Source: an optimization exercise on an open RTL-to-GDS flow (aim: small area, a short achievable clock period and few clock cycles). Production flows keep margins and buffers that such runs may drop.
The RTL was checked by simulation tests, not by an equivalence proof against the original design.

## flow/design.v (module list and top-level ports; edited modules follow where they fit)
// module FullAdder: 9 lines
// module Compressor32: 22 lines
// module Compressor42: 28 lines
// module R4Booth: 63 lines
// module WallaceTree: 56 lines
// module SpecialCaseDetector: 46 lines
// module PreNormalizer: 44 lines
// module EACAdder: 16 lines
// module MSBIncrementer: 14 lines
// module ZeroDetector_Base: 7 lines
// module ZeroDetector_Group: 7 lines
// module LeadingOneDetector_Top: 151 lines
// module Normalizer: 39 lines
// module Rounder: 154 lines
// module MAC32_top: 276 lines
// module FMAPipe: 192 lines
// module DotProductEngine: 79 lines
// module MatrixMulEngine: 108 lines
module MatrixMulEngine #(
    parameter MAX_M = 4,
    parameter MAX_K = 4,
    parameter MAX_N = 4
)(
    input wire clk,
    input wire rst_n,
    input wire start,
    output reg done,
    input [2:0] M_val,
    input [2:0] K_val,
    input [2:0] N_val,
    input  wire [32*MAX_M*MAX_K-1:0] matrix_A,
    input  wire [32*MAX_K*MAX_N-1:0] matrix_B,
    output reg  [32*MAX_M*MAX_N-1:0] matrix_C
);
  // ...
==> flow/run.sh <==
#!/bin/bash
# synth_recipe.tcl (not shown) runs the flow's synth.tcl, then flattens the netlist and writes it again
# the make line also repeats each setting of config.mk as NAME=value (left out here)
make -C /OpenROAD-flow-scripts/flow DESIGN_CONFIG=/design/flow/config.mk WORK_HOME=/design/flow/orfs CLKGATE_MAP_FILE= SYNTH_SCRIPT=/design/flow/synth_recipe.tcl finish
==> flow/config.mk <==
export PLATFORM = sky130hd
export DESIGN_NAME = MatrixMulEngine
export DESIGN_NICKNAME = MatrixMulEngine
export VERILOG_FILES = /design/flow/design.v
export SDC_FILE = /design/flow/constraint.sdc
export NUM_CORES = 4
export LEC_CHECK = 0
export CAP_MARGIN = 20
export CORE_MARGIN = 2
export CORE_UTILIZATION = 35
export SLEW_MARGIN = 20
==> flow/constraint.sdc <==
create_clock -name core_clock -period 33.0 [get_ports {clk}]
set_input_delay 6.6000 -clock core_clock [delete_from_list [all_inputs] [get_ports {clk}]]
set_output_delay 6.6000 -clock core_clock [all_outputs]
set_load 0.01 [all_outputs]
==> reports/summary.txt, run 1 <==
Outcome -> complete, no violations
Async S/R FF share, synth -> 2.95%
Root Buffer Master -> clkbuf_16
Sum Neg Setup Slack -> 0 ps
Clock Skew -> 91.0 ps
Multi-input gates -> 6,798
Synth area leader -> edfxtp_1
Worst Path Buf+Inv -> 6
Crit-path leading delay family -> compound AO/OA/AOI/OAI gates
Syn Area/Cell -> 9.09 um^2
Worst Setup EP -> u_fma.PosSum[25]
Post-Synth Adder-Cell Area -> 12.4%
Max FFs per register -> 512
Longest Clk Path Bufs -> 3
M3 GR Usage -> 14.4%
Num sequential -> 881
Tapcells -> 3,026
Crit path DAT -> 16,880 ps
Initial antenna violation count -> 191
Hold_ws -> 326 ps
# diodes -> 258
Fin util -> 45.4%
CTS buffer count -> 104
H-tree Lvls -> 3
Hold Crit Start -> x1[0]
Setup ws final -> 16,690 ps
Gp weighted congestion -> 1.15
Fillers -> 22,200
Cell row count -> 176
CP Launch Type -> register
CP peak stage delay -> 1150 ps
Regs by FF count -> matrix_C (512), u_fma.PosSum (74), u_fma.Wallace_sum (49)
Nets@finish -> 11,800
Via density -> 6.40
CORE AREA -> 0.230 mm^2
Die Wd -> 486 um
Via Count -> 86,500
Largest register by flop count -> matrix_C
Clk sinks -> 881
Testbench counts, summed over its fixed seeds: cycles 3,684.
==> module FMAPipe, before the edit <==
module FMAPipe (
    input clk,
    input [31:0] b_i,           
    input [31:0] c_i,           
    input acc_zero_i,           
    output [31:0] result_o      
);
    localparam PARM_XLEN = 32, PARM_EXP = 8, PARM_MANT = 23, PARM_BIAS = 127;
    localparam PARM_EXP_ONE = 8'h01;
    reg [31:0] B_i, C_i;
    always @(posedge clk) begin
        B_i <= b_i;
        C_i <= c_i;
    end
    wire B_Leadingbit = | B_i[PARM_XLEN - 2 : PARM_MANT];
    wire C_Leadingbit = | C_i[PARM_XLEN - 2 : PARM_MANT];
    wire B_ExpFull = (B_i[30:23] == 8'hff);
    wire C_ExpFull = (C_i[30:23] == 8'hff);
    wire B_MantZero = (B_i[22:0] == 0);
    wire C_MantZero = (C_i[22:0] == 0);
    wire B_Zero = ~B_Leadingbit & B_MantZero;
    wire C_Zero = ~C_Leadingbit & C_MantZero;
    wire B_Inf = B_ExpFull & B_MantZero;
    wire C_Inf = C_ExpFull & C_MantZero;
    wire B_NaN = B_ExpFull & ~B_MantZero;
    wire C_NaN = C_ExpFull & ~C_MantZero;
    wire B_DeN = ~B_Leadingbit & ~B_MantZero;
    wire C_DeN = ~C_Leadingbit & ~C_MantZero;
    wire [PARM_EXP - 1: 0] B_Exp = B_DeN ? PARM_EXP_ONE : B_i[PARM_XLEN - 2 : PARM_MANT];
    wire [PARM_EXP - 1: 0] C_Exp = C_DeN ? PARM_EXP_ONE : C_i[PARM_XLEN - 2 : PARM_MANT];
    wire [PARM_MANT : 0] B_Mant = {B_Leadingbit, B_i[PARM_MANT - 1 : 0]};
    wire [PARM_MANT : 0] C_Mant = {C_Leadingbit, C_i[PARM_MANT - 1 : 0]};
    wire [2*PARM_MANT + 2 : 0] booth_PP [12 - 1: 0];
    wire [2*PARM_MANT + 1 : 0] booth_PP_13;
    R4Booth #(.PARM_MANT(PARM_MANT)) R4Booth (
        .MantA_i(B_Mant), .MantB_i(C_Mant),
        .pp_00_o(booth_PP[ 0]), .pp_01_o(booth_PP[ 1]), .pp_02_o(booth_PP[ 2]),
        .pp_03_o(booth_PP[ 3]), .pp_04_o(booth_PP[ 4]), .pp_05_o(booth_PP[ 5]),
        .pp_06_o(booth_PP[ 6]), .pp_07_o(booth_PP[ 7]), .pp_08_o(booth_PP[ 8]),
        .pp_09_o(booth_PP[ 9]), .pp_10_o(booth_PP[10]), .pp_11_o(booth_PP[11]),
        .pp_12_o(booth_PP_13)
    );
    wire [2*PARM_MANT + 2 : 0] Wallace_sum_d, Wallace_carry_d;
    wire Wallace_supp_d;
    WallaceTree #(.PARM_MANT(PARM_MANT)) WallaceTree (
        .pp_00_i(booth_PP[ 0]), .pp_01_i(booth_PP[ 1]), .pp_02_i(booth_PP[ 2]),
        .pp_03_i(booth_PP[ 3]), .pp_04_i(booth_PP[ 4]), .pp_05_i(booth_PP[ 5]),
        .pp_06_i(booth_PP[ 6]), .pp_07_i(booth_PP[ 7]), .pp_08_i(booth_PP[ 8]),
        .pp_09_i(booth_PP[ 9]), .pp_10_i(booth_PP[10]), .pp_11_i(booth_PP[11]),
        .pp_12_i(booth_PP_13),
        .wallace_sum_o(Wallace_sum_d), .wallace_carry_o(Wallace_carry_d),
        .suppression_sign_extension_o(Wallace_supp_d)
    );
    wire [PARM_EXP + 1 : 0] BC_Exp_d = B_Exp + C_Exp - PARM_BIAS + 27;
    reg [2*PARM_MANT + 2 : 0] Wallace_sum, Wallace_carry;
    reg Wallace_suppression_sign_extension;
    reg [PARM_EXP + 1 : 0] BC_Exp;
    reg BC_Sign, BC_Inf, BC_Zero, bc_not_strange;
    always @(posedge clk) begin
        Wallace_sum <= Wallace_sum_d;
        Wallace_carry <= Wallace_carry_d;
        Wallace_suppression_sign_extension <= Wallace_supp_d;
        BC_Exp <= BC_Exp_d;
        BC_Sign <= B_i[31] ^ C_i[31];
        BC_Inf <= B_Inf | C_Inf;
        BC_Zero <= B_Zero | C_Zero;
        bc_not_strange <= ~(B_Inf | C_Inf | B_Zero | C_Zero | B_NaN | C_NaN);
    end
    reg [31:0] acc_q;
    wire [31:0] A_i = acc_zero_i ? 32'd0 : acc_q;
    wire A_Leadingbit = | A_i[PARM_XLEN - 2 : PARM_MANT];
    wire A_ExpFull = (A_i[30:23] == 8'hff);
    wire A_MantZero = (A_i[22:0] == 0);
    wire A_Zero = ~A_Leadingbit & A_MantZero;
    wire A_Inf = A_ExpFull & A_MantZero;
    wire A_DeN = ~A_Leadingbit & ~A_MantZero;
    wire A_Sign = A_i[PARM_XLEN - 1];
    wire Sub_Sign = A_Sign ^ BC_Sign;
    wire [PARM_EXP - 1: 0] A_Exp = A_DeN ? PARM_EXP_ONE : A_i[PARM_XLEN - 2 : PARM_MANT];
    wire [PARM_MANT : 0] A_Mant = {A_Leadingbit, A_i[PARM_MANT - 1 : 0]};
    wire [PARM_EXP + 1 : 0] Exp_mv = BC_Exp - A_Exp;
    wire Exp_mv_sign = Exp_mv[PARM_EXP + 1];
    wire Mv_halt = ((~Exp_mv_sign) & (Exp_mv[PARM_EXP : 0] > 73)) || A_Zero;
    wire SignFlip_ADD_PRN;
    wire Sign_aligned;
    wire [3*PARM_MANT + 5 : 0] A_Mant_aligned;
    wire [PARM_MANT + 3 : 0] A_Mant_aligned_high = A_Mant_aligned[3*PARM_MANT + 5 : 2*PARM_MANT + 2];
    wire [2*PARM_MANT + 1 : 0] A_Mant_aligned_low = A_Mant_aligned[2*PARM_MANT + 1 : 0];
    wire [PARM_EXP + 1 : 0] Exp_aligned_pn;
    wire Mant_sticky_sht_out;
    PreNormalizer #(.PARM_EXP(PARM_EXP), .PARM_MANT(PARM_MANT), .PARM_BIAS(PARM_BIAS)) PreNormalizer (
        .A_sign_i(A_Sign), .B_sign_i(BC_Sign), .C_sign_i(1'b0), .Sub_Sign_i(Sub_Sign),
        .A_Exp_i(A_Exp), .B_Exp_i(8'd0), .C_Exp_i(8'd0), .A_Mant_i(A_Mant),
        .Sign_flip_i(SignFlip_ADD_PRN), .Mv_halt_i(Mv_halt), .Exp_mv_i(Exp_mv), .Exp_mv_sign_i(Exp_mv_sign),
        .A_Mant_aligned_o(A_Mant_aligned), .Exp_aligned_o(Exp_aligned_pn),
        .Sign_aligned_o(Sign_aligned), .Mant_sticky_sht_out_o(Mant_sticky_sht_out)
    );
    wire [PARM_EXP + 1 : 0] Exp_aligned = Exp_mv_sign ? {2'b00, A_Exp} : BC_Exp;
    wire [2*PARM_MANT + 2 : 0] Wallace_sum_adjusted = Exp_mv_sign ? 0 : Wallace_sum;
    wire [2*PARM_MANT + 2 : 0] Wallace_carry_adjusted = Exp_mv_sign ? 0 : Wallace_carry;
    wire [2*PARM_MANT + 1 : 0] CSA_sum, CSA_carry;
    Compressor32 #(.XLEN(2*PARM_MANT + 2)) CarrySaveAdder (
        .A_i(A_Mant_aligned_low),
        .B_i(Wallace_sum_adjusted[2*PARM_MANT + 1 : 0]),
        .C_i({Wallace_carry_adjusted[2*PARM_MANT : 0], 1'b0}),
        .Sum_o(CSA_sum), .Carry_o(CSA_carry)
    );
    wire wallace_msb_G = Wallace_sum_adjusted[2*PARM_MANT + 2] & Wallace_carry_adjusted[2*PARM_MANT + 1];
    wire adder_Correlated_sign = Wallace_suppression_sign_extension | Wallace_carry_adjusted[2*PARM_MANT + 2] | wallace_msb_G;
    wire Carry_postcor = (~Exp_mv_sign) & ((~adder_Correlated_sign) ^ CSA_carry[2*PARM_MANT + 1]);
    wire [2*PARM_MANT + 1 : 0] low_sum, low_sum_inv;
    wire low_carry, low_carry_inv;
    EACAdder #(.PARM_MANT(PARM_MANT)) EACAdder (
        .CSA_sum_i(CSA_sum), .CSA_carry_i(CSA_carry), .Carry_postcor_i(Carry_postcor),
        .Sub_Sign_i(Sub_Sign), .A_Zero_i(A_Zero),
        .low_sum_o(low_sum), .low_carry_o(low_carry),
        .low_sum_inv_o(low_sum_inv), .low_carry_inv_o(low_carry_inv)
    );
    wire [PARM_MANT + 3 : 0] high_sum, high_sum_inv;
    MSBIncrementer #(.PARM_MANT(PARM_MANT)) MSBIncrementer (
        .low_carry_i(low_carry), .low_carry_inv_i(low_carry_inv),
        .A_Mant_aligned_high_i(A_Mant_aligned_high),
        .high_sum_o(high_sum), .high_sum_inv_o(high_sum_inv)
    );
    wire [3*PARM_MANT + 4 : 0] sub_minus = {{A_Mant_aligned_high[PARM_MANT+2 : 0], 1'b0} - bc_not_strange, 47'd0};
    assign SignFlip_ADD_PRN = high_sum[PARM_MANT + 3];
    wire Adder_sign = Exp_mv_sign ? Sign_aligned : (SignFlip_ADD_PRN ^ Sign_aligned);
    reg [73 : 0] PosSum_d;
    always @(*) begin
        if (Mv_halt)
            PosSum_d = {{26'd0}, low_sum};
        else if (Exp_mv_sign)
            PosSum_d = Sub_Sign ? sub_minus : {A_Mant_aligned_high[PARM_MANT+2 : 0], 48'd0};
        else if (SignFlip_ADD_PRN)
            PosSum_d = {high_sum_inv[PARM_MANT + 2 : 0], low_sum_inv};
        else
            PosSum_d = {high_sum[PARM_MANT + 2 : 0], low_sum};
    end
    wire Minus_sticky_bit_d = Exp_mv_sign && bc_not_strange;
    reg [73:0] PosSum;
    reg [PARM_EXP + 1 : 0] Exp_aligned_q;
    reg Adder_sign_q, Exp_mv_sign_q, A_Sign_q, A_Inf_q, BC_Inf_q, BC_Zero_q, BC_Sign_q;
    reg Mant_sticky_sht_out_q, Minus_sticky_bit_q;
    reg [PARM_EXP - 1 : 0] A_Exp_raw_q;
    reg [PARM_MANT : 0] A_Mant_q;
    always @(posedge clk) begin
        PosSum <= PosSum_d;
        Exp_aligned_q <= Exp_aligned;
        Adder_sign_q <= Adder_sign;
        Exp_mv_sign_q <= Exp_mv_sign;
        A_Sign_q <= A_Sign;
        A_Inf_q <= A_Inf;
        BC_Inf_q <= BC_Inf;
        BC_Zero_q <= BC_Zero;
        BC_Sign_q <= BC_Sign;
        Mant_sticky_sht_out_q <= Mant_sticky_sht_out;
        Minus_sticky_bit_q <= Minus_sticky_bit_d;
        A_Exp_raw_q <= A_i[PARM_XLEN - 2 : PARM_MANT];
        A_Mant_q <= A_Mant;
    end
    wire [6 : 0] shift_num;
    wire allzero;
    LeadingOneDetector_Top #(.X_LEN(74)) LeadingOneDetector (
        .data_i(PosSum), .shift_num_o(shift_num), .allzero_o(allzero)
    );
    wire [3*PARM_MANT + 4 : 0] Mant_norm;
    wire [PARM_EXP + 1 : 0] Exp_norm, Exp_norm_mone, Exp_max_rs;
    wire [3*PARM_MANT + 6 : 0] Rs_Mant;
    Normalizer #(.PARM_EXP(PARM_EXP), .PARM_MANT(PARM_MANT), .PARM_LEADONE_WIDTH(7)) Normalizer (
        .Mant_i(PosSum), .Exp_i(Exp_aligned_q), .Shift_num_i(shift_num), .Exp_mv_sign_i(Exp_mv_sign_q),
        .Mant_norm_o(Mant_norm), .Exp_norm_o(Exp_norm), .Exp_norm_mone_o(Exp_norm_mone),
        .Exp_max_rs_o(Exp_max_rs), .Rs_Mant_o(Rs_Mant)
    );
    wire Sign_result;
    wire [PARM_EXP - 1 : 0] Exp_result;
    wire [PARM_MANT - 1 : 0] Mant_result;
    Rounder #(.PARM_EXP(PARM_EXP), .PARM_MANT(PARM_MANT)) Rounder (
        .Exp_i(Exp_aligned_q), .Sign_i(Adder_sign_q), .Allzero_i(allzero), .Exp_mv_sign_i(Exp_mv_sign_q),
        .Sub_Sign_i(1'b0), .A_Exp_raw_i(A_Exp_raw_q), .A_Mant_i(A_Mant_q),
        .A_Sign_i(A_Sign_q), .B_Sign_i(BC_Sign_q), .C_Sign_i(1'b0),
        .A_DeN_i(1'b0), .A_Inf_i(A_Inf_q), .B_Inf_i(BC_Inf_q), .C_Inf_i(1'b0),
        .A_Zero_i(1'b0), .B_Zero_i(BC_Zero_q), .C_Zero_i(1'b0),
        .A_NaN_i(1'b0), .B_NaN_i(1'b0), .C_NaN_i(1'b0),
        .Mant_sticky_sht_out_i(Mant_sticky_sht_out_q), .Minus_sticky_bit_i(Minus_sticky_bit_q),
        .Mant_norm_i(Mant_norm), .Exp_norm_i(Exp_norm), .Exp_norm_mone_i(Exp_norm_mone),
        .Exp_max_rs_i(Exp_max_rs), .Rs_Mant_i(Rs_Mant),
        .Sign_result_o(Sign_result), .Exp_result_o(Exp_result), .Mant_result_o(Mant_result)
    );
    assign result_o = {Sign_result, Exp_result, Mant_result};
    always @(posedge clk)
        acc_q <= result_o;
endmodule
==> module MatrixMulEngine, before the edit <==
module MatrixMulEngine #(
    parameter MAX_M = 4,
    parameter MAX_K = 4,
    parameter MAX_N = 4
)(
    input wire clk,
    input wire rst_n,
    input wire start,
    output reg done,
    input [2:0] M_val,
    input [2:0] K_val,
    input [2:0] N_val,
    input  wire [32*MAX_M*MAX_K-1:0] matrix_A,
    input  wire [32*MAX_K*MAX_N-1:0] matrix_B,
    output reg  [32*MAX_M*MAX_N-1:0] matrix_C
);
    reg       busy;
    reg       slot;               
    reg [1:0] k;
    reg [3:0] kN;                 
    reg [1:0] i0, j0, i1, j1;     
    reg [3:0] e0;                 
    wire issue = start | busy;
    wire [4:0] E = M_val * N_val;
    wire last_k = ({1'b0, k} == K_val - 3'd1);
    wire last_pair = ({1'b0, e0} + 5'd2 >= E);
    wire [1:0] ic = slot ? i1 : i0;
    wire [1:0] jc = slot ? j1 : j0;
    wire       n0_wrap = ({1'b0, j0} == N_val - 3'd1);
    wire [1:0] n0_i = n0_wrap ? i0 + 2'd1 : i0;
    wire [1:0] n0_j = n0_wrap ? 2'd0 : j0 + 2'd1;
    wire       n1_wrap = ({1'b0, j1} == N_val - 3'd1);
    wire [1:0] n1_i = n1_wrap ? i1 + 2'd1 : i1;
    wire [1:0] n1_j = n1_wrap ? 2'd0 : j1 + 2'd1;
    wire [3:0] a_idx = ic * K_val[2:0] + k;
    wire [3:0] b_idx = kN + jc;
    always @(posedge clk or negedge rst_n) begin
        if (!rst_n) begin
            busy <= 1'b0;
            slot <= 1'b0;
            k <= 2'd0;
            kN <= 4'd0;
            i0 <= 2'd0; j0 <= 2'd0;
            i1 <= 2'd0; j1 <= 2'd0;
            e0 <= 4'd0;
        end else if (issue) begin
            busy <= 1'b1;
            if (!slot) begin
                slot <= 1'b1;
                i1 <= n0_i;
                j1 <= n0_j;
            end else begin
                slot <= 1'b0;
                if (!last_k) begin
                    k <= k + 2'd1;
                    kN <= kN + {1'b0, N_val};
                end else begin
                    k <= 2'd0;
                    kN <= 4'd0;
                    if (last_pair) begin
                        busy <= 1'b0;
                        i0 <= 2'd0; j0 <= 2'd0;
                        e0 <= 4'd0;
                    end else begin
                        i0 <= n1_i;
                        j0 <= n1_j;
                        e0 <= e0 + 4'd2;
                    end
                end
            end
        end
    end
    reg       v0, v1, v2;
    reg       f0, f1;
    reg       l0, l1, l2;
    reg [3:0] x0, x1, x2;
    always @(posedge clk or negedge rst_n) begin
        if (!rst_n) begin
            v0 <= 1'b0; v1 <= 1'b0; v2 <= 1'b0;
            l0 <= 1'b0; l1 <= 1'b0; l2 <= 1'b0;
            done <= 1'b0;
        end else begin
            v0 <= issue;
            l0 <= issue & slot & last_k & last_pair;
            v1 <= v0; l1 <= l0;
            v2 <= v1; l2 <= l1;
            done <= v2 & l2;
        end
    end
    always @(posedge clk) begin
        f0 <= (k == 2'd0);
        x0 <= e0 + {3'd0, slot};
        f1 <= f0; x1 <= x0;
        x2 <= x1;
    end
    wire [31:0] result;
    FMAPipe u_fma (
        .clk(clk),
        .b_i(matrix_A[a_idx*32 +: 32]),
        .c_i(matrix_B[b_idx*32 +: 32]),
        .acc_zero_i(f1),
        .result_o(result)
    );
    always @(posedge clk) begin
        if (v2)
            matrix_C[x2*32 +: 32] <= result;
    end
endmodule
==> inputs of run 2 (changes only) <==
--- a/flow/design.v
+++ b/flow/design.v
@@ -933,32 +933,32 @@
 module FMAPipe (
     input clk,
+    input [31:0] a_i,           
     input [31:0] b_i,           
     input [31:0] c_i,           
-    input acc_zero_i,           
     output [31:0] result_o      
 );
     localparam PARM_XLEN = 32, PARM_EXP = 8, PARM_MANT = 23, PARM_BIAS = 127;
     localparam PARM_EXP_ONE = 8'h01;
-    reg [31:0] B_i, C_i;
-    always @(posedge clk) begin
-        B_i <= b_i;
-        C_i <= c_i;
-    end
+    wire [31:0] A_i = a_i, B_i = b_i, C_i = c_i;
+    wire A_Leadingbit = | A_i[PARM_XLEN - 2 : PARM_MANT];
     wire B_Leadingbit = | B_i[PARM_XLEN - 2 : PARM_MANT];
     wire C_Leadingbit = | C_i[PARM_XLEN - 2 : PARM_MANT];
-    wire B_ExpFull = (B_i[30:23] == 8'hff);
-    wire C_ExpFull = (C_i[30:23] == 8'hff);
-    wire B_MantZero = (B_i[22:0] == 0);
-    wire C_MantZero = (C_i[22:0] == 0);
-    wire B_Zero = ~B_Leadingbit & B_MantZero;
-    wire C_Zero = ~C_Leadingbit & C_MantZero;
-    wire B_Inf = B_ExpFull & B_MantZero;
-    wire C_Inf = C_ExpFull & C_MantZero;
-    wire B_NaN = B_ExpFull & ~B_MantZero;
-    wire C_NaN = C_ExpFull & ~C_MantZero;
-    wire B_DeN = ~B_Leadingbit & ~B_MantZero;
-    wire C_DeN = ~C_Leadingbit & ~C_MantZero;
+    wire A_Inf, B_Inf, C_Inf, A_Zero, B_Zero, C_Zero, A_NaN, B_NaN, C_NaN, A_DeN, B_DeN, C_DeN;
+    SpecialCaseDetector #(.PARM_XLEN(PARM_XLEN), .PARM_EXP(PARM_EXP), .PARM_MANT(PARM_MANT)) SpecialCaseDetector (
+        .A_i(A_i), .B_i(B_i), .C_i(C_i),
+        .A_Leadingbit_i(A_Leadingbit), .B_Leadingbit_i(B_Leadingbit), .C_Leadingbit_i(C_Leadingbit),
+        .A_Inf_o(A_Inf), .B_Inf_o(B_Inf), .C_Inf_o(C_Inf),
+        .A_Zero_o(A_Zero), .B_Zero_o(B_Zero), .C_Zero_o(C_Zero),
+        .A_NaN_o(A_NaN), .B_NaN_o(B_NaN), .C_NaN_o(C_NaN),
+        .A_DeN_o(A_DeN), .B_DeN_o(B_DeN), .C_DeN_o(C_DeN)
+    );
+    wire A_Sign = A_i[PARM_XLEN - 1];
+    wire B_Sign = B_i[PARM_XLEN - 1];
+    wire C_Sign = C_i[PARM_XLEN - 1];
+    wire Sub_Sign = A_Sign ^ B_Sign ^ C_Sign;
+    wire [PARM_EXP - 1: 0] A_Exp = A_DeN ? PARM_EXP_ONE : A_i[PARM_XLEN - 2 : PARM_MANT];
     wire [PARM_EXP - 1: 0] B_Exp = B_DeN ? PARM_EXP_ONE : B_i[PARM_XLEN - 2 : PARM_MANT];
     wire [PARM_EXP - 1: 0] C_Exp = C_DeN ? PARM_EXP_ONE : C_i[PARM_XLEN - 2 : PARM_MANT];
+    wire [PARM_MANT : 0] A_Mant = {A_Leadingbit, A_i[PARM_MANT - 1 : 0]};
     wire [PARM_MANT : 0] B_Mant = {B_Leadingbit, B_i[PARM_MANT - 1 : 0]};
     wire [PARM_MANT : 0] C_Mant = {C_Leadingbit, C_i[PARM_MANT - 1 : 0]};
@@ -973,6 +973,6 @@
         .pp_12_o(booth_PP_13)
     );
-    wire [2*PARM_MANT + 2 : 0] Wallace_sum_d, Wallace_carry_d;
-    wire Wallace_supp_d;
+    wire [2*PARM_MANT + 2 : 0] Wallace_sum, Wallace_carry;
+    wire Wallace_suppression_sign_extension;
     WallaceTree #(.PARM_MANT(PARM_MANT)) WallaceTree (
         .pp_00_i(booth_PP[ 0]), .pp_01_i(booth_PP[ 1]), .pp_02_i(booth_PP[ 2]),
@@ -981,52 +981,27 @@
         .pp_09_i(booth_PP[ 9]), .pp_10_i(booth_PP[10]), .pp_11_i(booth_PP[11]),
         .pp_12_i(booth_PP_13),
-        .wallace_sum_o(Wallace_sum_d), .wallace_carry_o(Wallace_carry_d),
-        .suppression_sign_extension_o(Wallace_supp_d)
+        .wallace_sum_o(Wallace_sum), .wallace_carry_o(Wallace_carry),
+        .suppression_sign_extension_o(Wallace_suppression_sign_extension)
     );
-    wire [PARM_EXP + 1 : 0] BC_Exp_d = B_Exp + C_Exp - PARM_BIAS + 27;
-    reg [2*PARM_MANT + 2 : 0] Wallace_sum, Wallace_carry;
-    reg Wallace_suppression_sign_extension;
-    reg [PARM_EXP + 1 : 0] BC_Exp;
-    reg BC_Sign, BC_Inf, BC_Zero, bc_not_strange;
-    always @(posedge clk) begin
-        Wallace_sum <= Wallace_sum_d;
-        Wallace_carry <= Wallace_carry_d;
-        Wallace_suppression_sign_extension <= Wallace_supp_d;
-        BC_Exp <= BC_Exp_d;
-        BC_Sign <= B_i[31] ^ C_i[31];
-        BC_Inf <= B_Inf | C_Inf;
-        BC_Zero <= B_Zero | C_Zero;
-        bc_not_strange <= ~(B_Inf | C_Inf | B_Zero | C_Zero | B_NaN | C_NaN);
-    end
-    reg [31:0] acc_q;
-    wire [31:0] A_i = acc_zero_i ? 32'd0 : acc_q;
-    wire A_Leadingbit = | A_i[PARM_XLEN - 2 : PARM_MANT];
-    wire A_ExpFull = (A_i[30:23] == 8'hff);
-    wire A_MantZero = (A_i[22:0] == 0);
-    wire A_Zero = ~A_Leadingbit & A_MantZero;
-    wire A_Inf = A_ExpFull & A_MantZero;
-    wire A_DeN = ~A_Leadingbit & ~A_MantZero;
-    wire A_Sign = A_i[PARM_XLEN - 1];
-    wire Sub_Sign = A_Sign ^ BC_Sign;
-    wire [PARM_EXP - 1: 0] A_Exp = A_DeN ? PARM_EXP_ONE : A_i[PARM_XLEN - 2 : PARM_MANT];
-    wire [PARM_MANT : 0] A_Mant = {A_Leadingbit, A_i[PARM_MANT - 1 : 0]};
-    wire [PARM_EXP + 1 : 0] Exp_mv = BC_Exp - A_Exp;
+    wire [PARM_EXP + 1 : 0] Exp_mv = 27 - A_Exp + B_Exp + C_Exp - PARM_BIAS;
     wire Exp_mv_sign = Exp_mv[PARM_EXP + 1];
     wire Mv_halt = ((~Exp_mv_sign) & (Exp_mv[PARM_EXP : 0] > 73)) || A_Zero;
-    wire SignFlip_ADD_PRN;
-    wire Sign_aligned;
-    wire [3*PARM_MANT + 5 : 0] A_Mant_aligned;
+    wire [97 : 0] A_Mant_shifted = {A_Mant, 74'd0} >> Exp_mv[6:0];
+    wire [73 : 0] A_Mant_shifted_high = A_Mant_shifted[97 : PARM_MANT + 1];
+    wire [PARM_MANT : 0] Drop_bits = A_Mant_shifted[PARM_MANT : 0];
+    wire Sign_aligned = Exp_mv_sign ? A_Sign : B_Sign ^ C_Sign;
+    wire [PARM_EXP + 1 : 0] Exp_aligned = Exp_mv_sign ? {2'b00, A_Exp} : (B_Exp + C_Exp - PARM_BIAS + 27);
+    reg [3*PARM_MANT + 5 : 0] A_Mant_aligned;
+    always @(*) begin
+        if (Exp_mv_sign)
+            A_Mant_aligned = A_Mant << 50;
+        else if (~Mv_halt)
+            A_Mant_aligned = {Sub_Sign, {74{Sub_Sign}} ^ A_Mant_shifted_high};
+        else
+            A_Mant_aligned = 0;
+    end
+    wire Mant_sticky_sht_out = Mv_halt ? (|A_Mant) : (~Exp_mv_sign & (|Drop_bits));
     wire [PARM_MANT + 3 : 0] A_Mant_aligned_high = A_Mant_aligned[3*PARM_MANT + 5 : 2*PARM_MANT + 2];
     wire [2*PARM_MANT + 1 : 0] A_Mant_aligned_low = A_Mant_aligned[2*PARM_MANT + 1 : 0];
-    wire [PARM_EXP + 1 : 0] Exp_aligned_pn;
-    wire Mant_sticky_sht_out;
-    PreNormalizer #(.PARM_EXP(PARM_EXP), .PARM_MANT(PARM_MANT), .PARM_BIAS(PARM_BIAS)) PreNormalizer (
-        .A_sign_i(A_Sign), .B_sign_i(BC_Sign), .C_sign_i(1'b0), .Sub_Sign_i(Sub_Sign),
-        .A_Exp_i(A_Exp), .B_Exp_i(8'd0), .C_Exp_i(8'd0), .A_Mant_i(A_Mant),
-        .Sign_flip_i(SignFlip_ADD_PRN), .Mv_halt_i(Mv_halt), .Exp_mv_i(Exp_mv), .Exp_mv_sign_i(Exp_mv_sign),
-        .A_Mant_aligned_o(A_Mant_aligned), .Exp_aligned_o(Exp_aligned_pn),
-        .Sign_aligned_o(Sign_aligned), .Mant_sticky_sht_out_o(Mant_sticky_sht_out)
-    );
-    wire [PARM_EXP + 1 : 0] Exp_aligned = Exp_mv_sign ? {2'b00, A_Exp} : BC_Exp;
     wire [2*PARM_MANT + 2 : 0] Wallace_sum_adjusted = Exp_mv_sign ? 0 : Wallace_sum;
     wire [2*PARM_MANT + 2 : 0] Wallace_carry_adjusted = Exp_mv_sign ? 0 : Wallace_carry;
@@ -1041,9 +1016,38 @@
     wire adder_Correlated_sign = Wallace_suppression_sign_extension | Wallace_carry_adjusted[2*PARM_MANT + 2] | wallace_msb_G;
     wire Carry_postcor = (~Exp_mv_sign) & ((~adder_Correlated_sign) ^ CSA_carry[2*PARM_MANT + 1]);
+    wire bc_not_strange = ~(B_Inf | C_Inf | B_Zero | C_Zero | B_NaN | C_NaN);
+    reg [2*PARM_MANT + 1 : 0] p1_CSA_sum;
+    reg [2*PARM_MANT : 0]     p1_CSA_carry;
+    reg p1_Carry_postcor, p1_Sub_Sign, p1_A_Zero;
+    reg [PARM_MANT + 3 : 0] p1_A_Mant_aligned_high;
+    reg p1_bc_not_strange, p1_Mv_halt, p1_Exp_mv_sign, p1_Sign_aligned;
+    reg [PARM_EXP + 1 : 0] p1_Exp_aligned;
+    reg p1_Mant_sticky_sht_out;
+    reg [31:0] p1_A;
+    reg p1_A_Inf, p1_BC_Inf, p1_BC_Zero, p1_BC_Sign;
+    always @(posedge clk) begin
+        p1_CSA_sum <= CSA_sum;
+        p1_CSA_carry <= CSA_carry[2*PARM_MANT : 0];
+        p1_Carry_postcor <= Carry_postcor;
+        p1_Sub_Sign <= Sub_Sign;
+        p1_A_Zero <= A_Zero;
+        p1_A_Mant_aligned_high <= A_Mant_aligned_high;
+        p1_bc_not_strange <= bc_not_strange;
+        p1_Mv_halt <= Mv_halt;
+        p1_Exp_mv_sign <= Exp_mv_sign;
+        p1_Sign_aligned <= Sign_aligned;
+        p1_Exp_aligned <= Exp_aligned;
+        p1_Mant_sticky_sht_out <= Mant_sticky_sht_out;
+        p1_A <= A_i;
+        p1_A_Inf <= A_Inf;
+        p1_BC_Inf <= B_Inf | C_Inf;
+        p1_BC_Zero <= B_Zero | C_Zero;
+        p1_BC_Sign <= B_Sign ^ C_Sign;
+    end
     wire [2*PARM_MANT + 1 : 0] low_sum, low_sum_inv;
     wire low_carry, low_carry_inv;
     EACAdder #(.PARM_MANT(PARM_MANT)) EACAdder (
-        .CSA_sum_i(CSA_sum), .CSA_carry_i(CSA_carry), .Carry_postcor_i(Carry_postcor),
-        .Sub_Sign_i(Sub_Sign), .A_Zero_i(A_Zero),
+        .CSA_sum_i(p1_CSA_sum), .CSA_carry_i({1'b0, p1_CSA_carry}), .Carry_postcor_i(p1_Carry_postcor),
+        .Sub_Sign_i(p1_Sub_Sign), .A_Zero_i(p1_A_Zero),
         .low_sum_o(low_sum), .low_carry_o(low_carry),
         .low_sum_inv_o(low_sum_inv), .low_carry_inv_o(low_carry_inv)
@@ -1052,74 +1056,113 @@
     MSBIncrementer #(.PARM_MANT(PARM_MANT)) MSBIncrementer (
         .low_carry_i(low_carry), .low_carry_inv_i(low_carry_inv),
-        .A_Mant_aligned_high_i(A_Mant_aligned_high),
+        .A_Mant_aligned_high_i(p1_A_Mant_aligned_high),
         .high_sum_o(high_sum), .high_sum_inv_o(high_sum_inv)
     );
-    wire [3*PARM_MANT + 4 : 0] sub_minus = {{A_Mant_aligned_high[PARM_MANT+2 : 0], 1'b0} - bc_not_strange, 47'd0};
-    assign SignFlip_ADD_PRN = high_sum[PARM_MANT + 3];
-    wire Adder_sign = Exp_mv_sign ? Sign_aligned : (SignFlip_ADD_PRN ^ Sign_aligned);
-    reg [73 : 0] PosSum_d;
+    wire [3*PARM_MANT + 4 : 0] sub_minus = {{p1_A_Mant_aligned_high[PARM_MANT+2 : 0], 1'b0} - p1_bc_not_strange, 47'd0};
+    wire SignFlip_ADD_PRN = high_sum[PARM_MANT + 3];
+    wire Adder_sign = p1_Exp_mv_sign ? p1_Sign_aligned : (SignFlip_ADD_PRN ^ p1_Sign_aligned);
+    reg [73 : 0] PosSum;
     always @(*) begin
-        if (Mv_halt)
-            PosSum_d = {{26'd0}, low_sum};
-        else if (Exp_mv_sign)
-            PosSum_d = Sub_Sign ? sub_minus : {A_Mant_aligned_high[PARM_MANT+2 : 0], 48'd0};
+        if (p1_Mv_halt)
+            PosSum = {{26'd0}, low_sum};
+        else if (p1_Exp_mv_sign)
+            PosSum = p1_Sub_Sign ? sub_minus : {p1_A_Mant_aligned_high[PARM_MANT+2 : 0], 48'd0};
         else if (SignFlip_ADD_PRN)
-            PosSum_d = {high_sum_inv[PARM_MANT + 2 : 0], low_sum_inv};
+            PosSum = {high_sum_inv[PARM_MANT + 2 : 0], low_sum_inv};
         else
-            PosSum_d = {high_sum[PARM_MANT + 2 : 0], low_sum};
+            PosSum = {high_sum[PARM_MANT + 2 : 0], low_sum};
     end
-    wire Minus_sticky_bit_d = Exp_mv_sign && bc_not_strange;
-    reg [73:0] PosSum;
-    reg [PARM_EXP + 1 : 0] Exp_aligned_q;
-    reg Adder_sign_q, Exp_mv_sign_q, A_Sign_q, A_Inf_q, BC_Inf_q, BC_Zero_q, BC_Sign_q;
-    reg Mant_sticky_sht_out_q, Minus_sticky_bit_q;
-    reg [PARM_EXP - 1 : 0] A_Exp_raw_q;
-    reg [PARM_MANT : 0] A_Mant_q;
+    wire Minus_sticky_bit = p1_Exp_mv_sign && p1_bc_not_strange;
+    reg [73:0] p2_PosSum;
+    reg [PARM_EXP + 1 : 0] p2_Exp_aligned;
+    reg p2_Adder_sign, p2_Exp_mv_sign, p2_Mant_sticky_sht_out, p2_Minus_sticky_bit;
+    reg [31:0] p2_A;
+    reg p2_A_Inf, p2_BC_Inf, p2_BC_Zero, p2_BC_Sign;
     always @(posedge clk) begin
-        PosSum <= PosSum_d;
-        Exp_aligned_q <= Exp_aligned;
-        Adder_sign_q <= Adder_sign;
-        Exp_mv_sign_q <= Exp_mv_sign;
-        A_Sign_q <= A_Sign;
-        A_Inf_q <= A_Inf;
-        BC_Inf_q <= BC_Inf;
-        BC_Zero_q <= BC_Zero;
-        BC_Sign_q <= BC_Sign;
-        Mant_sticky_sht_out_q <= Mant_sticky_sht_out;
-        Minus_sticky_bit_q <= Minus_sticky_bit_d;
-        A_Exp_raw_q <= A_i[PARM_XLEN - 2 : PARM_MANT];
-        A_Mant_q <= A_Mant;
+        p2_PosSum <= PosSum;
+        p2_Exp_aligned <= p1_Exp_aligned;
+        p2_Adder_sign <= Adder_sign;
+        p2_Exp_mv_sign <= p1_Exp_mv_sign;
+        p2_Mant_sticky_sht_out <= p1_Mant_sticky_sht_out;
+        p2_Minus_sticky_bit <= Minus_sticky_bit;
+        p2_A <= p1_A;
+        p2_A_Inf <= p1_A_Inf;
+        p2_BC_Inf <= p1_BC_Inf;
+        p2_BC_Zero <= p1_BC_Zero;
+        p2_BC_Sign <= p1_BC_Sign;
     end
     wire [6 : 0] shift_num;
     wire allzero;
     LeadingOneDetector_Top #(.X_LEN(74)) LeadingOneDetector (
-        .data_i(PosSum), .shift_num_o(shift_num), .allzero_o(allzero)
-    );
-    wire [3*PARM_MANT + 4 : 0] Mant_norm;
-    wire [PARM_EXP + 1 : 0] Exp_norm, Exp_norm_mone, Exp_max_rs;
-    wire [3*PARM_MANT + 6 : 0] Rs_Mant;
-    Normalizer #(.PARM_EXP(PARM_EXP), .PARM_MANT(PARM_MANT), .PARM_LEADONE_WIDTH(7)) Normalizer (
-        .Mant_i(PosSum), .Exp_i(Exp_aligned_q), .Shift_num_i(shift_num), .Exp_mv_sign_i(Exp_mv_sign_q),
-        .Mant_norm_o(Mant_norm), .Exp_norm_o(Exp_norm), .Exp_norm_mone_o(Exp_norm_mone),
-        .Exp_max_rs_o(Exp_max_rs), .Rs_Mant_o(Rs_Mant)
+        .data_i(p2_PosSum), .shift_num_o(shift_num), .allzero_o(allzero)
     );
+    wire [73 : 0] Mant_i = p2_PosSum;
+    wire [PARM_EXP + 1 : 0] Exp_i = p2_Exp_aligned;
+    wire [6 : 0] Shift_num = (p2_Exp_mv_sign | Mant_i[73]) ? 7'd0 : shift_num;
+    wire norm_gt = (Exp_i > {3'd0, Shift_num});
+    wire [6 : 0] norm_amt = Exp_i[PARM_EXP + 1] ? 7'd0 : (norm_gt ? Shift_num : Exp_i[6:0] - 7'd1);
+    wire [73 : 0] Mant_norm = (Exp_i == 10'd0) ? 74'd0 : (Mant_i << norm_amt);
+    reg [PARM_EXP + 1 : 0] Exp_norm;
+    always @(*) begin
+        if (Exp_i[PARM_EXP + 1])
+            Exp_norm = 0;
+        else if (norm_gt)
+            Exp_norm = Exp_i - Shift_num;
+        else
+            Exp_norm = 1;
+    end
+    wire [PARM_EXP + 1 : 0] Exp_norm_mone = Exp_i - Shift_num - 1;
+    wire [PARM_EXP + 1 : 0] Exp_max_rs = Exp_i[PARM_EXP : 0] + 74;
+    wire [PARM_EXP + 1 : 0] Rs_count = (~Exp_i + 1) + 1;
+    wire [3*PARM_MANT + 6 : 0] Rs_Mant = {Mant_i, 2'd0} >> Rs_count;
+    reg [3*PARM_MANT + 4 : 2*PARM_MANT + 1] p3_Mant_norm_high;    
+    reg p3_or_46_1, p3_b0;
+    reg [PARM_EXP : 0] p3_Exp_norm;
+    reg [PARM_EXP - 1 : 0] p3_Exp_norm_mone;
+    reg p3_Exp_max_rs_sign, p3_Exp_sign;
+    reg [3*PARM_MANT + 6 : 2*PARM_MANT + 5] p3_Rs_Mant_high;      
+    reg p3_allzero, p3_Adder_sign, p3_Exp_mv_sign, p3_Mant_sticky_sht_out, p3_Minus_sticky_bit;
+    reg [31:0] p3_A;
+    reg p3_A_Inf, p3_BC_Inf, p3_BC_Zero, p3_BC_Sign;
+    always @(posedge clk) begin
+        p3_Mant_norm_high <= Mant_norm[3*PARM_MANT + 4 : 2*PARM_MANT + 1];
+        p3_or_46_1 <= |Mant_norm[2*PARM_MANT : 1];
+        p3_b0 <= Mant_norm[0];
+        p3_Exp_norm <= Exp_norm[PARM_EXP : 0];
+        p3_Exp_norm_mone <= Exp_norm_mone[PARM_EXP - 1 : 0];
+        p3_Exp_max_rs_sign <= Exp_max_rs[PARM_EXP + 1];
+        p3_Exp_sign <= p2_Exp_aligned[PARM_EXP + 1];
+        p3_Rs_Mant_high <= Rs_Mant[3*PARM_MANT + 6 : 2*PARM_MANT + 5];
+        p3_allzero <= allzero;
+        p3_Adder_sign <= p2_Adder_sign;
+        p3_Exp_mv_sign <= p2_Exp_mv_sign;
+        p3_Mant_sticky_sht_out <= p2_Mant_sticky_sht_out;
+        p3_Minus_sticky_bit <= p2_Minus_sticky_bit;
+        p3_A <= p2_A;
+        p3_A_Inf <= p2_A_Inf;
+        p3_BC_Inf <= p2_BC_Inf;
+        p3_BC_Zero <= p2_BC_Zero;
+        p3_BC_Sign <= p2_BC_Sign;
+    end
+    wire [3*PARM_MANT + 4 : 0] Mant_norm_r = {p3_Mant_norm_high, 45'd0, p3_or_46_1, p3_b0};
+    wire [3*PARM_MANT + 6 : 0] Rs_Mant_r = {p3_Rs_Mant_high, 51'd0};
+    wire A_Leadingbit_r = | p3_A[PARM_XLEN - 2 : PARM_MANT];
     wire Sign_result;
     wire [PARM_EXP - 1 : 0] Exp_result;
     wire [PARM_MANT - 1 : 0] Mant_result;
     Rounder #(.PARM_EXP(PARM_EXP), .PARM_MANT(PARM_MANT)) Rounder (
-        .Exp_i(Exp_aligned_q), .Sign_i(Adder_sign_q), .Allzero_i(allzero), .Exp_mv_sign_i(Exp_mv_sign_q),
-        .Sub_Sign_i(1'b0), .A_Exp_raw_i(A_Exp_raw_q), .A_Mant_i(A_Mant_q),
-        .A_Sign_i(A_Sign_q), .B_Sign_i(BC_Sign_q), .C_Sign_i(1'b0),
-        .A_DeN_i(1'b0), .A_Inf_i(A_Inf_q), .B_Inf_i(BC_Inf_q), .C_Inf_i(1'b0),
-        .A_Zero_i(1'b0), .B_Zero_i(BC_Zero_q), .C_Zero_i(1'b0),
+        .Exp_i({p3_Exp_sign, 9'd0}), .Sign_i(p3_Adder_sign), .Allzero_i(p3_allzero), .Exp_mv_sign_i(p3_Exp_mv_sign),
+        .Sub_Sign_i(1'b0), .A_Exp_raw_i(p3_A[PARM_XLEN - 2 : PARM_MANT]),
+        .A_Mant_i({A_Leadingbit_r, p3_A[PARM_MANT - 1 : 0]}),
+        .A_Sign_i(p3_A[PARM_XLEN - 1]), .B_Sign_i(p3_BC_Sign), .C_Sign_i(1'b0),
+        .A_DeN_i(1'b0), .A_Inf_i(p3_A_Inf), .B_Inf_i(p3_BC_Inf), .C_Inf_i(1'b0),
+        .A_Zero_i(1'b0), .B_Zero_i(p3_BC_Zero), .C_Zero_i(1'b0),
         .A_NaN_i(1'b0), .B_NaN_i(1'b0), .C_NaN_i(1'b0),
-        .Mant_sticky_sht_out_i(Mant_sticky_sht_out_q), .Minus_sticky_bit_i(Minus_sticky_bit_q),
-        .Mant_norm_i(Mant_norm), .Exp_norm_i(Exp_norm), .Exp_norm_mone_i(Exp_norm_mone),
-        .Exp_max_rs_i(Exp_max_rs), .Rs_Mant_i(Rs_Mant),
+        .Mant_sticky_sht_out_i(p3_Mant_sticky_sht_out), .Minus_sticky_bit_i(p3_Minus_sticky_bit),
+        .Mant_norm_i(Mant_norm_r), .Exp_norm_i({1'b0, p3_Exp_norm}), .Exp_norm_mone_i({2'b00, p3_Exp_norm_mone}),
+        .Exp_max_rs_i({p3_Exp_max_rs_sign, 9'd0}), .Rs_Mant_i(Rs_Mant_r),
         .Sign_result_o(Sign_result), .Exp_result_o(Exp_result), .Mant_result_o(Mant_result)
     );
     assign result_o = {Sign_result, Exp_result, Mant_result};
-    always @(posedge clk)
-        acc_q <= result_o;
 endmodule
 module DotProductEngine #(
@@ -1220,93 +1263,118 @@
 );
     reg       busy;
-    reg       slot;               
+    reg [1:0] slot;               
     reg [1:0] k;
     reg [3:0] kN;                 
-    reg [1:0] i0, j0, i1, j1;     
+    reg [1:0] ic, jc;             
+    reg [1:0] ig, jg;             
     reg [3:0] e0;                 
+    reg [3:0] a_idx, b_idx;       
+    reg [2:0] Kq, Nq;
+    reg [4:0] Eq;                 
     wire issue = start | busy;
-    wire [4:0] E = M_val * N_val;
-    wire last_k = ({1'b0, k} == K_val - 3'd1);
-    wire last_pair = ({1'b0, e0} + 5'd2 >= E);
-    wire [1:0] ic = slot ? i1 : i0;
-    wire [1:0] jc = slot ? j1 : j0;
-    wire       n0_wrap = ({1'b0, j0} == N_val - 3'd1);
-    wire [1:0] n0_i = n0_wrap ? i0 + 2'd1 : i0;
-    wire [1:0] n0_j = n0_wrap ? 2'd0 : j0 + 2'd1;
-    wire       n1_wrap = ({1'b0, j1} == N_val - 3'd1);
-    wire [1:0] n1_i = n1_wrap ? i1 + 2'd1 : i1;
-    wire [1:0] n1_j = n1_wrap ? 2'd0 : j1 + 2'd1;
-    wire [3:0] a_idx = ic * K_val[2:0] + k;
-    wire [3:0] b_idx = kN + jc;
+    wire last_k = ({1'b0, k} == Kq - 3'd1);
+    wire last_group = ({1'b0, e0} + 5'd4 >= Eq);
+    wire       n_wrap = ({1'b0, jc} == Nq - 3'd1);
+    wire [1:0] n_i = n_wrap ? ic + 2'd1 : ic;
+    wire [1:0] n_j = n_wrap ? 2'd0 : jc + 2'd1;
+    function [3:0] a_index(input [1:0] i, input [2:0] kk, input [2:0] K);
+        a_index = i * K + {1'b0, kk};
+    endfunction
     always @(posedge clk or negedge rst_n) begin
         if (!rst_n) begin
             busy <= 1'b0;
-            slot <= 1'b0;
+            slot <= 2'd0;
             k <= 2'd0;
             kN <= 4'd0;
-            i0 <= 2'd0; j0 <= 2'd0;
-            i1 <= 2'd0; j1 <= 2'd0;
+            ic <= 2'd0; jc <= 2'd0;
+            ig <= 2'd0; jg <= 2'd0;
             e0 <= 4'd0;
-        end else if (issue) begin
+            a_idx <= 4'd0; b_idx <= 4'd0;
+            Kq <= 3'd1; Nq <= 3'd1; Eq <= 5'd1;
+        end else if (start) begin
             busy <= 1'b1;
-            if (!slot) begin
-                slot <= 1'b1;
-                i1 <= n0_i;
-                j1 <= n0_j;
+            slot <= 2'd1;
+            Kq <= K_val; Nq <= N_val; Eq <= M_val * N_val;
+            if (N_val == 3'd1) begin
+                ic <= 2'd1; jc <= 2'd0;
+                a_idx <= {1'b0, K_val}; b_idx <= 4'd0;
             end else begin
-                slot <= 1'b0;
-                if (!last_k) begin
-                    k <= k + 2'd1;
-                    kN <= kN + {1'b0, N_val};
+                ic <= 2'd0; jc <= 2'd1;
+                a_idx <= 4'd0; b_idx <= 4'd1;
+            end
+        end else if (busy) begin
+            slot <= slot + 2'd1;
+            if (slot != 2'd3) begin
+                ic <= n_i;
+                jc <= n_j;
+                a_idx <= a_index(n_i, {1'b0, k}, Kq);
+                b_idx <= kN + {2'd0, n_j};
+            end else if (!last_k) begin
+                k <= k + 2'd1;
+                kN <= kN + {1'b0, Nq};
+                ic <= ig;
+                jc <= jg;
+                a_idx <= a_index(ig, {1'b0, k} + 3'd1, Kq);
+                b_idx <= kN + {1'b0, Nq} + {2'd0, jg};
+            end else begin
+                k <= 2'd0;
+                kN <= 4'd0;
+                if (last_group) begin
+                    busy <= 1'b0;
+                    ic <= 2'd0; jc <= 2'd0;
+                    ig <= 2'd0; jg <= 2'd0;
+                    e0 <= 4'd0;
+                    a_idx <= 4'd0; b_idx <= 4'd0;
                 end else begin
-                    k <= 2'd0;
-                    kN <= 4'd0;
-                    if (last_pair) begin
-                        busy <= 1'b0;
-                        i0 <= 2'd0; j0 <= 2'd0;
-                        e0 <= 4'd0;
-                    end else begin
-                        i0 <= n1_i;
-                        j0 <= n1_j;
-                        e0 <= e0 + 4'd2;
-                    end
+                    ic <= n_i; jc <= n_j;
+                    ig <= n_i; jg <= n_j;
+                    e0 <= e0 + 4'd4;
+                    a_idx <= a_index(n_i, 3'd0, Kq);
+                    b_idx <= {2'd0, n_j};
                 end
             end
         end
     end
-    reg       v0, v1, v2;
-    reg       f0, f1;
-    reg       l0, l1, l2;
-    reg [3:0] x0, x1, x2;
+    reg       v0, v1, v2, v3;
+    reg       l0, l1, l2, l3;
+    reg       f0;
+    reg [3:0] x0, x1, x2, x3;
     always @(posedge clk or negedge rst_n) begin
         if (!rst_n) begin
-            v0 <= 1'b0; v1 <= 1'b0; v2 <= 1'b0;
-            l0 <= 1'b0; l1 <= 1'b0; l2 <= 1'b0;
+            v0 <= 1'b0; v1 <= 1'b0; v2 <= 1'b0; v3 <= 1'b0;
+            l0 <= 1'b0; l1 <= 1'b0; l2 <= 1'b0; l3 <= 1'b0;
             done <= 1'b0;
         end else begin
             v0 <= issue;
-            l0 <= issue & slot & last_k & last_pair;
+            l0 <= issue & (slot == 2'd3) & last_k & last_group;
             v1 <= v0; l1 <= l0;
             v2 <= v1; l2 <= l1;
-            done <= v2 & l2;
+            v3 <= v2; l3 <= l2;
+            done <= v3 & l3;
         end
     end
     always @(posedge clk) begin
         f0 <= (k == 2'd0);
-        x0 <= e0 + {3'd0, slot};
-        f1 <= f0; x1 <= x0;
-        x2 <= x1;
+        x0 <= e0 + {2'd0, slot};
+        x1 <= x0; x2 <= x1; x3 <= x2;
     end
+    reg  [31:0] op_a, op_b;       
     wire [31:0] result;
+    reg  [31:0] acc;              
+    always @(posedge clk) begin
+        op_a <= matrix_A[a_idx*32 +: 32];
+        op_b <= matrix_B[b_idx*32 +: 32];
+        acc <= result;
+    end
     FMAPipe u_fma (
         .clk(clk),
-        .b_i(matrix_A[a_idx*32 +: 32]),
-        .c_i(matrix_B[b_idx*32 +: 32]),
-        .acc_zero_i(f1),
+        .a_i(f0 ? 32'd0 : acc),
+        .b_i(op_a),
+        .c_i(op_b),
         .result_o(result)
     );
     always @(posedge clk) begin
-        if (v2)
-            matrix_C[x2*32 +: 32] <= result;
+        if (v3)
+            matrix_C[x3*32 +: 32] <= result;
     end
 endmodule
==> run 2 against run 1 <==
Against the previous run: count of clock-buffer cells in the layout is 29 higher; clock skew is 13 ps lower; final cell count is 6.2% lower.
==> reports/summary.txt, run 2 <==
FMAX -> 0.110 GHz (was 0.0613 GHz)
Initial antenna violation count -> 140 (was 191)
Hold-fix buffers at CTS -> 0 (unchanged)
Commonest non-fill, non-tap cell in the layout -> clkdlybuf4s50_1 (unchanged)
Clk sinks -> 1,086 (was 881)
Clk latency of the worst-skew pair -> 830 ps (was 860 ps)
Nets@finish -> 11,100 (was 11,800)
Post-route DRC -> 0 (unchanged)
Synth area leader -> edfxtp_1 (unchanged)
Crit path DAT -> 9800 ps (was 16,880 ps)
Root Buffer Master -> clkbuf_16 (unchanged)
Cell row count -> 176 (unchanged)
Layout cells sized above 1 -> 10.3% (was 11.4%)
Die Wd -> 485 um (was 486 um)
GRT Util Overall -> 37.2% (was 45.3%)
Number of flops mapped to enable cells by yosys -> 512 (unchanged)
Setup Fix Bufs, Post-CTS -> 0 (unchanged)
WL met3 -> 36,000 um (was 60,500 um)
Most frequent cells in the layout -> 1,546 x clkdlybuf4s50_1, 837 x nand2_1, 602 x inv_1 (was 1,548 x clkdlybuf4s50_1, 1,219 x nand2_1, 636 x o21ai_0)
Fin cells -> 12,700 (was 13,500)
Hold Crit Start -> u_fma.p1_Exp_aligned[4] (was x1[0])
Max FFs per register -> 512 (unchanged)
Tcrit/Tclk final -> 27.6% (was 49.4%)
Die Footprint -> 0.235 mm^2 (was 0.236 mm^2)
Synth Instances -> 8,152 (was 8,931)
H-tree Lvls -> 4 (was 3)
M1 WL -> 174,000 um (was 189,000 um)
Pre-antenna DRT Iters -> 7 (was 8)
Via density -> 5.92 (was 6.40)
Largest net degree at the start of global routing -> 170 (was 150)
# Max-Cap Violations -> 0 (unchanged)
Post-CTS sizing -> 0 (unchanged)
Compound-Gate Fraction of Synth Area -> 16.9% (was 19.2%)
CP Launch Type -> register (unchanged)
Longest Clk Path Bufs -> 3 (unchanged)
Worst endpoint required time -> 33,690 ps (was 33,570 ps)
Placed insts -> 12,300 (was 13,100)
Post-synthesis mux area share -> 13.6% (was 13.8%)
Sequential element share of the synthesized area -> 33.5% (was 28.2%)
First-pass GRT wire length -> 612,000 um (was 734,000 um)
DR top layer -> met5 (unchanged)
CTS tree -> done (unchanged)
Vias in the first global route -> 72,500 (was 81,800)
Congestion Overflow GR -> 0 (unchanged)
Regs by FF count -> matrix_C (512), u_fma.p2_PosSum (74), u_fma.p1_CSA_sum (48) (was matrix_C (512), u_fma.PosSum (74), u_fma.Wallace_sum (49))
Slew Limit Fails -> 0 (unchanged)
Gp weighted congestion -> 1.08 (was 1.15)
Netlist cell types -> 97 (was 128)
Area growth, synth to finish -> 29.3% (was 29.0%)
Syn Area/Cell -> 9.93 um^2 (was 9.09 um^2)
Sum Neg Setup Slack -> 0 ps (unchanged)
Post-synthesis register bit count -> 1,086 (was 881)
WL/cell -> 35.7 um (was 41.0 um)
HPWL Detailed -> 369,000 um (was 447,000 um)
Fin area -> 0.105 mm^2 (about the same)
Fin util -> 45.5% (was 45.4%)
Via Count -> 75,100 (was 86,500)
ANT nets after route -> 0 (unchanged)
Netlist Area Pre-Place -> 0.0810 mm^2 (was 0.0811 mm^2)
Critical Path Start -> u_fma.p2_PosSum[33] (was u_fma.acc_q[17])
Dpl cell area -> 0.0997 mm^2 (was 0.100 mm^2)
Largest register by flop count -> matrix_C (unchanged)
Synth top area cells -> edfxtp_1 19%, dfxtp_1 13%, mux4_2 9.2% (was edfxtp_1 19%, mux4_2 9.8%, dfxtp_1 8.5%)
Outcome -> complete, no violations (unchanged)
Yosys warns -> 7 (was 9)
Post-route minimum period -> 9110 ps (was 16,310 ps)
XOR/XNOR Fraction of Synth Area -> 6.24% (was 5.51%)
Initial Util -> 35.2% (about the same)
Critical-path maximum fanout -> 72 (was 39)
Mapped Nets -> 9,836 (was 10,600)
IO Count -> 1,549 (unchanged)
Worst-path clk slew -> 60 ps (about the same)
Worst hold path type -> reg -> reg (unchanged)
Worst R2R Start -> u_fma.p2_PosSum[33] (was u_fma.acc_q[17])
Setup crit end kind -> register (unchanged)
Prevailing post-synth register cell -> dfxtp_1 (was edfxtp_1)
CP Class -> reg -> reg (unchanged)
DR WL met2 -> 206,000 um (was 244,000 um)
Relative slew slack -> 15.9% (was 12.5%)
RSZ-0062 raised after global routing -> false (unchanged)
Commonest cells in the netlist -> 847 x nand2_1, 602 x inv_1, 527 x dfxtp_1, 523 x clkbuf_1, 512 x edfxtp_1 (was 1,237 x nand2_1, 643 x o21ai_0, 597 x clkbuf_1, 512 x edfxtp_1, 497 x inv_1)
Async S/R FF share, synth -> 4.33% (was 2.95%)
Synth top area share -> 19.0% (was 18.9%)
Final setup viols -> 0 (unchanged)
WL final -> 452,000 um (was 554,000 um)
Die Span Y -> 485 um (was 486 um)
Largest family of logic cells by synthesized area -> compound AO/OA/AOI/OAI gates (unchanged)
Post-Synth Adder-Cell Area -> 13.0% (was 12.4%)
Clock Skew -> 78.1 ps (was 91.0 ps)
Simple-gate share of the synthesized area -> 10.9% (was 14.9%)
DRT iter0 DRCs -> 8,864 (was 12,500)
Port bufs -> 1,548 (unchanged)
CTS buffer count -> 132 (was 104)
Final hold viol count -> 0 (unchanged)
Worst Tran Pin Value -> 1260 ps (was 1310 ps)
Count leader, synth -> nand2_1 (unchanged)
Fillers -> 21,800 (was 22,200)
CORE AREA -> 0.230 mm^2 (about the same)
[run 2: cell count changes after synthesis, moves of 98 or more]
cell     delta
nand2_1   -390
dfxtp_1   +184
a22o_1    +274
nor3_1     -98
inv_1     +105
nand3_1   -115
o21ai_0   -336
[run 2: cell type report]
| cell class | instances | area, um^2 | share of cell area (%) |
|---|---|---|---|
| multi-input cells | 5806 | 49500 | 47.3 |
| flip-flops and latches | 1086 | 27100 | 25.9 |
| repair buffers | 1733 | 16900 | 16.2 |
| well taps | 3026 | 3790 | 3.62 |
| clock buffers | 170 | 3580 | 3.42 |
| inverters | 614 | 2300 | 2.20 |
| clock inverters | 73 | 980 | 0.936 |
| diodes | 169 | 423 | 0.404 |
[run 2: worst paths after layout]
check,slack (ps),cells after the start,end
max,23890,24,u_fma.p3_or_46_1
min,320,0,u_fma.p2_Exp_aligned[4]
min reg2reg,320,0,u_fma.p2_Exp_aligned[4]
max reg2reg,23890,24,u_fma.p3_or_46_1
min in group asynchronous,6040,2,l1
max in group asynchronous,26250,2,b_idx[0]
[run 2: cell families (layout without fill, tap and decap cells)]
kind of cell,Yosys count,count (layout)
AOI/OAI and AO/OA,1977,1977
xor gates and xnor gates,577,577
adders and majority gates,648,648
buffers and inverters,1260,2590
DFF,1086,1086
muxes,672,672
other,0,169
and+or+nand+nor,1932,1932
[run 2: per-stage QoR]
stage               hold WS, ps  worst slack (ps)
finish                      316             23890
global route                323             23430
CTS                         311             24160
detailed placement          312             23990
global placement            311             24010
floorplan                   310             21410
[run 2: critical path, cell delays in order (launching register included)]
cell,delay (ps)
dfxtp_1,350
nor4_1,700
nand2_1,250
o41ai_1,860
a31oi_1,470
or3_1,520
inv_1,80
ha_1,140
inv_1,70
fa_1,460
a21oi_1,280
o2111ai_1,260
nand3_1,270
buf_4,280
mux2i_1,480
a211o_2,180
buf_4,730
mux2_2,430
a222oi_1,940
nand3_1,140
a211oi_1,290
a22oi_1,110
nor4_1,350
nand4_1,130
and3_1,180
[run 2: per-layer routing]
layer | vias to the layer above | GRT usage [%]
met5 | - | 0
met4 | 44 | 25.0
met3 | 837 | 7.48
met2 | 4200 | 59.1
met1 | 37900 | 45.7
li1 | 32100 | -
Testbench counts of run 2, summed over its fixed seeds: cycles 3,772.

-- what the ideal ports hide --
No port has a modelled driver above. Below, the same layouts with a new extraction and two added sets of constraints.
Step 1 sets driving cells, clkbuf_16 on the clock port and buf_2 on the other inputs (assumed; they add their load-dependent delay and slew).
Step 2 adds t to the input delays and takes it off the output delays; t is the mean of the earliest and latest rising clock arrival at the registers after step 1. Input paths then give back, and output paths get back, about the clock's delay inside the block.
a / b / c = no drivers / after step 1 / after step 2; a / b = the first two.
run	t, ns	setup slack, ns	clock arrival spread, ns	worst slew at a driven data input, ns
run 1	0.935	16.686 / 16.686 / 16.686	0.091 / 0.091	0.63
run 2	0.898	23.894 / 23.894 / 23.894	0.079 / 0.080	0.48
After both steps every run listed still meets setup and hold.
